This design comes from an exercise in tuning for a short achievable clock period and few clock cycles on the open sky130 flow, not from production work. Only the layout flow was run in this run; the RTL was not checked for function there.

$ cat flow/run.sh
#!/bin/bash
# synth_recipe.tcl (not shown) runs the flow's synth.tcl, then flattens the netlist and writes it again
# the make line also repeats each setting of config.mk as NAME=value (left out here)
make -C /OpenROAD-flow-scripts/flow DESIGN_CONFIG=/design/flow/config.mk WORK_HOME=/design/flow/orfs CLKGATE_MAP_FILE= SYNTH_SCRIPT=/design/flow/synth_recipe.tcl finish
$ cat flow/design.v
module pipline(
    input clk,
    input reset,
    output [31:0] imem_addr,
    input  [31:0] imem_data,
    output [31:0] dmem_addr,
    output [31:0] dmem_wdata,
    output        dmem_we,
    input  [31:0] dmem_rdata
);
    reg  [31:0] pc;
    reg         d_valid;
    reg  [31:0] d_ir;
    reg  [31:0] d_pc;
    reg         second;           
    reg         e_valid;
    reg  [31:0] e_a, e_b, e_imm, e_pc4, e_target;
    reg         e_fa_m, e_fa_w, e_fb_m, e_fb_w;
    reg         e_use_imm;
    reg         e_op_or, e_op_add, e_op_sub, e_op_cmp, e_op_link;
    reg         e_regwr, e_load, e_store;
    reg  [3:0]  e_dst;
    reg         e_bz, e_bgz, e_blz, e_jr;
    reg         e_pred_taken;     
    reg         e_ras_ok;         
    reg  [31:0] e_ras_pc;
    reg         m_regwr, m_load, m_we;
    reg  [3:0]  m_dst;
    reg  [31:0] m_res, m_wdata;
    reg         w_regwr;
    reg  [3:0]  w_dst;
    reg  [31:0] w_data;
    reg  [31:0] rf [1:14];
    assign imem_addr  = pc;
    assign dmem_addr  = m_res;
    assign dmem_wdata = m_wdata;
    assign dmem_we    = m_we;
    wire [5:0]  op  = d_ir[31:26];
    wire [3:0]  rd  = d_ir[25:22];
    wire [3:0]  rs  = d_ir[21:18];
    wire [3:0]  rt  = d_ir[17:14];
    wire [13:0] imm = d_ir[13:0];
    wire op_or   = op == 6'd0;
    wire op_add  = op == 6'd1;
    wire op_sub  = op == 6'd2;
    wire op_cmp  = op == 6'd3;
    wire op_ori  = op == 6'd4;
    wire op_addi = op == 6'd5;
    wire op_lw   = op == 6'd6;
    wire op_sw   = op == 6'd7;
    wire op_ldw  = op == 6'd8 && !rd[0];
    wire op_sdw  = op == 6'd9 && !rd[0];
    wire op_bz   = op == 6'd10;
    wire op_bgz  = op == 6'd11;
    wire op_blz  = op == 6'd12;
    wire op_jr   = op == 6'd13;
    wire op_j    = op == 6'd14;
    wire op_cll  = op == 6'd15;
    wire is_rtype = op_or | op_add | op_sub | op_cmp;
    wire is_cond  = op_bz | op_bgz | op_blz;
    wire is_dw    = op_ldw | op_sdw;
    wire use_a = is_rtype | op_ori | op_addi | op_lw | op_sw | op_ldw | op_sdw | is_cond | op_jr;
    wire use_b = is_rtype | op_sw | op_sdw | is_cond;
    wire [3:0] rb = (op_sw | op_sdw) ? {rd[3:1], rd[0] | second} : rt;
    wire       regwr = is_rtype | op_ori | op_addi | op_lw | op_ldw | op_cll;
    wire [3:0] dst   = op_cll ? 4'd14 : {rd[3:1], rd[0] | (op_ldw & second)};
    wire [31:0] sext  = {{18{imm[13]}}, imm};
    wire [31:0] imm_x = op_ori ? {18'd0, imm} : (second ? sext + 32'd1 : sext);
    wire [31:0] d_pc4    = d_pc + 32'd4;
    wire [31:0] d_target = d_pc + {sext[29:0], 2'b00};
    wire [31:0] rf_a = (rs == 4'd0 || rs == 4'd15) ? 32'd0 :
                       (w_regwr && w_dst == rs) ? w_data : rf[rs];
    wire [31:0] rf_b = (rb == 4'd0 || rb == 4'd15) ? 32'd0 :
                       (w_regwr && w_dst == rb) ? w_data : rf[rb];
    wire load_use = e_valid && e_load && (
                        (use_a && rs != 4'd0 && rs == e_dst) ||
                        (use_b && rb != 4'd0 && rb == e_dst));
    reg  [31:0] ras [0:3];
    reg  [1:0]  ras_sp;           
    reg  [2:0]  ras_cnt;
    wire [31:0] ras_top = ras[ras_sp];
    wire        e_mis;
    wire [31:0] e_redirect;
    wire issue    = d_valid && !load_use && !e_mis;
    wire dw_first = is_dw && !second;
    wire d_stall  = d_valid && (load_use || dw_first);
    wire pred_cond  = is_cond && imm[13];
    wire ras_hit    = op_jr && ras_cnt != 3'd0;
    wire d_redirect = issue && !dw_first && (op_j || op_cll || pred_cond || ras_hit);
    wire [31:0] d_redirect_pc = ras_hit ? ras_top : d_target;
    always @(posedge clk or posedge reset) begin
        if (reset) begin
            pc      <= 32'd0;
            d_valid <= 1'b0;
            d_ir    <= 32'd0;
            d_pc    <= 32'd0;
            second  <= 1'b0;
        end else begin
            if (e_mis) begin
                pc      <= e_redirect;
                d_valid <= 1'b0;
            end else if (d_stall) begin
                pc      <= pc;
            end else if (d_redirect) begin
                pc      <= d_redirect_pc;
                d_valid <= 1'b0;
            end else begin
                pc      <= pc + 32'd4;
                d_valid <= 1'b1;
                d_ir    <= imem_data;
                d_pc    <= pc;
            end
            if (e_mis)
                second <= 1'b0;
            else if (issue && is_dw)
                second <= !second;
        end
    end
    always @(posedge clk or posedge reset) begin
        if (reset) begin
            ras_sp  <= 2'd0;
            ras_cnt <= 3'd0;
        end else if (issue && op_cll) begin
            ras_sp  <= ras_sp + 2'd1;
            if (ras_cnt != 3'd4) ras_cnt <= ras_cnt + 3'd1;
        end else if (issue && op_jr && ras_cnt != 3'd0) begin
            ras_sp  <= ras_sp - 2'd1;
            ras_cnt <= ras_cnt - 3'd1;
        end
    end
    always @(posedge clk) begin
        if (issue && op_cll)
            ras[ras_sp + 2'd1] <= d_pc4;
    end
    always @(posedge clk or posedge reset) begin
        if (reset) begin
            e_valid <= 1'b0;
        end else begin
            e_valid <= issue;
        end
    end
    always @(posedge clk) begin
        e_a       <= rf_a;
        e_b       <= rf_b;
        e_imm     <= imm_x;
        e_pc4     <= d_pc4;
        e_target  <= d_target;
        e_fa_m    <= e_valid && e_regwr && e_dst == rs && rs != 4'd0;
        e_fa_w    <= m_regwr && m_dst == rs && rs != 4'd0;
        e_fb_m    <= e_valid && e_regwr && e_dst == rb && rb != 4'd0;
        e_fb_w    <= m_regwr && m_dst == rb && rb != 4'd0;
        e_use_imm <= !(is_rtype || is_cond);
        e_op_or   <= op_or | op_ori;
        e_op_add  <= op_add | op_addi | op_lw | op_sw | op_ldw | op_sdw;
        e_op_sub  <= op_sub;
        e_op_cmp  <= op_cmp;
        e_op_link <= op_cll;
        e_regwr   <= regwr;
        e_load    <= op_lw | op_ldw;
        e_store   <= op_sw | op_sdw;
        e_dst     <= dst;
        e_bz      <= op_bz;
        e_bgz     <= op_bgz;
        e_blz     <= op_blz;
        e_jr      <= op_jr;
        e_pred_taken <= pred_cond;
        e_ras_ok  <= ras_hit;
        e_ras_pc  <= ras_top;
    end
    wire [31:0] fa = e_fa_m ? m_res : e_fa_w ? w_data : e_a;
    wire [31:0] fb = e_fb_m ? m_res : e_fb_w ? w_data : e_b;
    wire [31:0] bop = e_use_imm ? e_imm : fb;
    wire [31:0] sum  = fa + bop;
    wire [31:0] diff = fa - fb;
    wire        eq   = fa == fb;
    wire        ltu  = fa < fb;
    wire        lts  = $signed(fa) < $signed(fb);
    wire        gts  = $signed(fa) > $signed(fb);
    wire [31:0] cmpv = eq ? 32'd0 : ltu ? 32'hFFFFFFFF : 32'd1;
    wire [31:0] result = ({32{e_op_or}}   & (fa | bop)) |
                         ({32{e_op_add}}  & sum) |
                         ({32{e_op_sub}}  & diff) |
                         ({32{e_op_cmp}}  & cmpv) |
                         ({32{e_op_link}} & e_pc4);
    wire taken   = (e_bz & eq) | (e_bgz & gts) | (e_blz & lts);
    wire cond_mis = (e_bz | e_bgz | e_blz) & (taken ^ e_pred_taken);
    wire jr_mis   = e_jr & !(e_ras_ok && fa == e_ras_pc);
    assign e_mis      = e_valid && (cond_mis || jr_mis);
    assign e_redirect = e_jr ? fa : e_pred_taken ? e_pc4 : e_target;
    always @(posedge clk or posedge reset) begin
        if (reset) begin
            m_regwr <= 1'b0;
            m_load  <= 1'b0;
            m_we    <= 1'b0;
        end else begin
            m_regwr <= e_valid && e_regwr;
            m_load  <= e_valid && e_load;
            m_we    <= e_valid && e_store;
        end
    end
    always @(posedge clk) begin
        m_dst   <= e_dst;
        m_res   <= result;
        m_wdata <= fb;
    end
    always @(posedge clk or posedge reset) begin
        if (reset)
            w_regwr <= 1'b0;
        else
            w_regwr <= m_regwr && m_dst != 4'd0 && m_dst != 4'd15;
    end
    always @(posedge clk) begin
        w_dst  <= m_dst;
        w_data <= m_load ? dmem_rdata : m_res;
    end
    always @(posedge clk) begin
        if (w_regwr)
            rf[w_dst] <= w_data;
    end
endmodule
$ cat flow/constraint.sdc
create_clock -name core_clock -period 9.2 [get_ports {clk}]
set_input_delay 1.8400 -clock core_clock [delete_from_list [all_inputs] [get_ports {clk}]]
set_output_delay 1.8400 -clock core_clock [all_outputs]
set_load 0.01 [all_outputs]
$ cat flow/config.mk
export PLATFORM = sky130hd
export DESIGN_NAME = pipline
export DESIGN_NICKNAME = pipline
export VERILOG_FILES = /design/flow/design.v
export SDC_FILE = /design/flow/constraint.sdc
export NUM_CORES = 4
export LEC_CHECK = 0
export ABC_CLOCK_PERIOD_IN_PS = 2500
export CAP_MARGIN = 20
export CORE_MARGIN = 2
export CORE_UTILIZATION = 40
export PLACE_DENSITY = 0.6
export SETUP_SLACK_MARGIN = 5
export SLEW_MARGIN = 20
==> flow_summary.ini <==
[critical_path]
path_class = register to register
r2r_start = e_fa_w
critPathMaxFanout = 8
timing.rr.end = ras[1][27]
cp-start-kind = register
r2r_cells = 21
crit_start = e_fa_w
worstPathRequired_ns = 9.57
r2r_slack_ns = 4.54
arrival_ns = 5.04
endpoint_kind = register
crit_end = ras[1][27]

[detailed_routing]
via_per_inst = 5.97
routed_wl_um = 172000
remaining_drc_errors = 0
num_vias = 38100
avgRoutedWirePerCell_um = 27.0
ant_nets = 0
dr.pass1.iters = 8
drt_iter0_markers = 4668

[pwr]
max-vdd-ir-drop_v = 0.000174
power_density_nw_per_um2 = 296
p_total_mw = 17.2
leakagePower_nw = 21.5

[final_layout]
drive_gt1_share_pct = 16.4
layout_commonest_cell = nand2_1
stdcell_count = 6380
finalInstanceArea_um2 = 58200
nFillCells = 10900
nets = 4861
layout_common_cells = nand2_1, edfxtp_1, nor2_1
final_util_pct = 47.8
areaGrowthSynthToFinish_pct = 18.9

[sta]
setup_viol = 0
fin_skew_ns = 0.0599
min_period_over_period_pct = 50.7
finalHoldViolCount = 0
slew-limit-headroom_pct = 18.4
worst_slack_ns = 4.54
report.final.slew_viol_count = 0
fmax_ghz = 0.214
rsz0062_at_grt = yes
hold-worst-slack_ns = 0.431
fin_tns_setup_ns = 0
tightest_slew_ns = 1.22
period_minus_slack_ns = 4.66

[synthesis]
synth_area_um2 = 49000
synth.net_count = 4698
synth_top_flop_cell = edfxtp_1
yosysWarnings = 1
yosysSeqAreaShare_pct = 53.1
ys_ff_latch = 984
avgSynthCellArea_um2 = 10.9
syn_inst = 4497
ys_async_sr_fraction_pct = 11.0
synth-edff-count = 576
ys_types = 92

[clocking]
postCtsHoldBufs = 0
cts.reportedPaths.clkPinSlew_ns = 0.06
numCtsBuffers = 107
cts_tree = yes
clk_latency_ns = 0.72
root_buffer = clkbuf_16
htreeDepth = 3
cts.sinks = 984
cts.path.max_buffers = 3

[placed_design]
placed_area_um2 = 52300
pre_cts_slack_ns = 3.31
dp_cells = 6071
io_buffers = 162
place.gp.congestion = 0.925
dp_hpwl_um = 107000

[worst_hold_path]
hold_path_class = register to register

[grt]
antenna_found_initial = 9
grt_pass1_wl_um = 245000
grt_max_degree = 141
grt_use_total_pct = 26.2
grt_pass1_vias = 36500
grt_overflow = 0

[outcome]
status = timing/DRC/antenna clean

[floorplan]
dieArea_um2 = 125000
dieHeight_um = 354
io_pins = 163
rows = 128
start_util_pct = 40.2
core_area_um2 = 122000
die_w_um = 354

[run]
maxCapViolations = 0
[final cells by class]
| type | instances | area, um^2 | share of cell area (%) |
|---|---|---|---|
| Multi-Input combinational cell | 3082 | 22300 | 38.3 |
| Timing Repair Buffer | 329 | 3540 | 6.08 |
| Clock buffer | 142 | 3040 | 5.22 |
| Inverter | 156 | 599 | 1.03 |
| Tap cell | 1625 | 2030 | 3.49 |
| Sequential cell | 984 | 26100 | 44.8 |
| Clock inverter | 60 | 643 | 1.10 |
| Antenna cell | 2 | 5.00 | 0.00859 |
[flip-flops by register name, summed over array words and instances, names as in the netlist, 2 cells and up]
register	flops
ras_cnt	3
m_wdata	32
e_b	32
e_imm	15
ras_sp	2
d_pc	32
rf	448
m_dst	4
e_ras_pc	32
ras	128
m_res	32
pc	32
e_dst	4
w_data	32
w_dst	4
e_pc4	30
e_a	32
d_ir	32
e_target	32
[routing by layer]
layer	share of wire [%]	track usage [%]	wire, um	up-vias
met5	0.0076	0	13	-
met4	3.9	9.75	6740	2
met3	9.6	4.69	16500	350
met2	46	41.2	78200	1929
met1	41	36.1	70500	18900
li1	-	-	-	16900
[Yosys cell counts, types with 55 or more instances]
| library cell | number | area share, % |
|---|---|---|
| a211oi_1 | 121 | 1.9 |
| nand3_1 | 107 | 1.1 |
| o21ai_0 | 171 | 1.7 |
| nor3_1 | 75 | 0.77 |
| clkbuf_1 | 205 | 1.6 |
| dfrtp_1 | 108 | 5.5 |
| mux2_2 | 90 | 2.1 |
| ha_1 | 131 | 3.3 |
| xnor2_1 | 106 | 1.9 |
| mux2i_1 | 172 | 3.5 |
| and3_1 | 58 | 0.74 |
| inv_1 | 151 | 1.2 |
| xor2_1 | 60 | 1.1 |
| nand2_1 | 677 | 5.2 |
| a311oi_1 | 99 | 1.8 |
| a21oi_1 | 235 | 2.4 |
| mux4_2 | 96 | 4.4 |
| o211ai_1 | 56 | 0.86 |
| edfxtp_1 | 576 | 35 |
| nor2_1 | 310 | 2.4 |
| a31oi_1 | 55 | 0.70 |
| dfxtp_1 | 300 | 12 |
[repair_timing]
action	4_1_cts	5_1_grt
setup buffers	53	29
setup endpoints to repair	295	272
resized for setup	132	112
pin swaps	22	31
cloned	9	14
[power breakdown]
part	internal (mW)	total [mW]	switching, mW
registers	5.58	6.55	0.977
clock network	2.62	4.50	1.88
logic	2.59	6.19	3.60
total	10.8	17.2	6.46
[critical path: stages, from the launching register on]
cell and delay, ns:
dfxtp_4 0.41, buf_12 0.14, buf_16 0.14, mux2_4 0.32, nor2_1 0.09, a21o_1 0.16, inv_2 0.07, ha_4 0.24
a211o_1 0.30, a21oi_4 0.20, a21boi_4 0.09, o211ai_1 0.30, a21oi_2 0.11, mux2i_2 0.30, mux2i_4 0.31, buf_12 0.14
buf_4 0.11, nand2_4 0.13, nor2_4 0.20, buf_6 0.13, and3_4 0.27, buf_12 0.17
[worst min-delay path by stage]
stage,from,to,slack [ns],cells past startpoint
after global placement,m_dst[3],w_dst[3],0.42,0
after CTS,m_dst[3],w_dst[3],0.43,0
after floorplan,e_dst[0],m_dst[0],0.33,0
after global routing,m_dst[3],w_dst[3],0.44,0
final,m_dst[3],w_dst[3],0.43,0
after detailed placement,m_dst[3],w_dst[3],0.42,0
[kinds of logic (layout without fill, tap and decap cells)]
group,Yosys count,after routing,share of synthesized area [%]
AO/OA/AOI/OAI,1007,1009,13.9
XOR/XNOR,166,166,2.97
adder cells (fa/ha/maj),135,135,3.51
buffers and inverters,439,687,3.52
flip-flops,984,984,53.1
multiplexers,374,374,10.5
other,0,2,0
AND/OR/NAND/NOR,1392,1398,12.5

==> afterwards: timing with drivers on the ports <==
The results above use ideal ports. As a check the final layout listed here was re-extracted and re-timed, cells and wires unchanged. Step 1: set_driving_cell puts a clkbuf_16 on clk and a buf_2 on each other input, an assumption about the parent block. Step 2 times the ports against the registers' clock, not the clock port: input delays grow and output delays shrink by t, the midpoint of the rising clock arrivals with the driver on. Slacks: no drivers / after step 1 / after step 2; pairs: no drivers / after step 1.
t, ns: 0.758
setup WS [ns]: 4.535 / 4.535 / 4.535
worst setup path at the end: register to register
After both steps this run still meets setup and hold. The setup slack of this run moves by 0.000 ns with the drivers and by 0.000 ns with both steps.
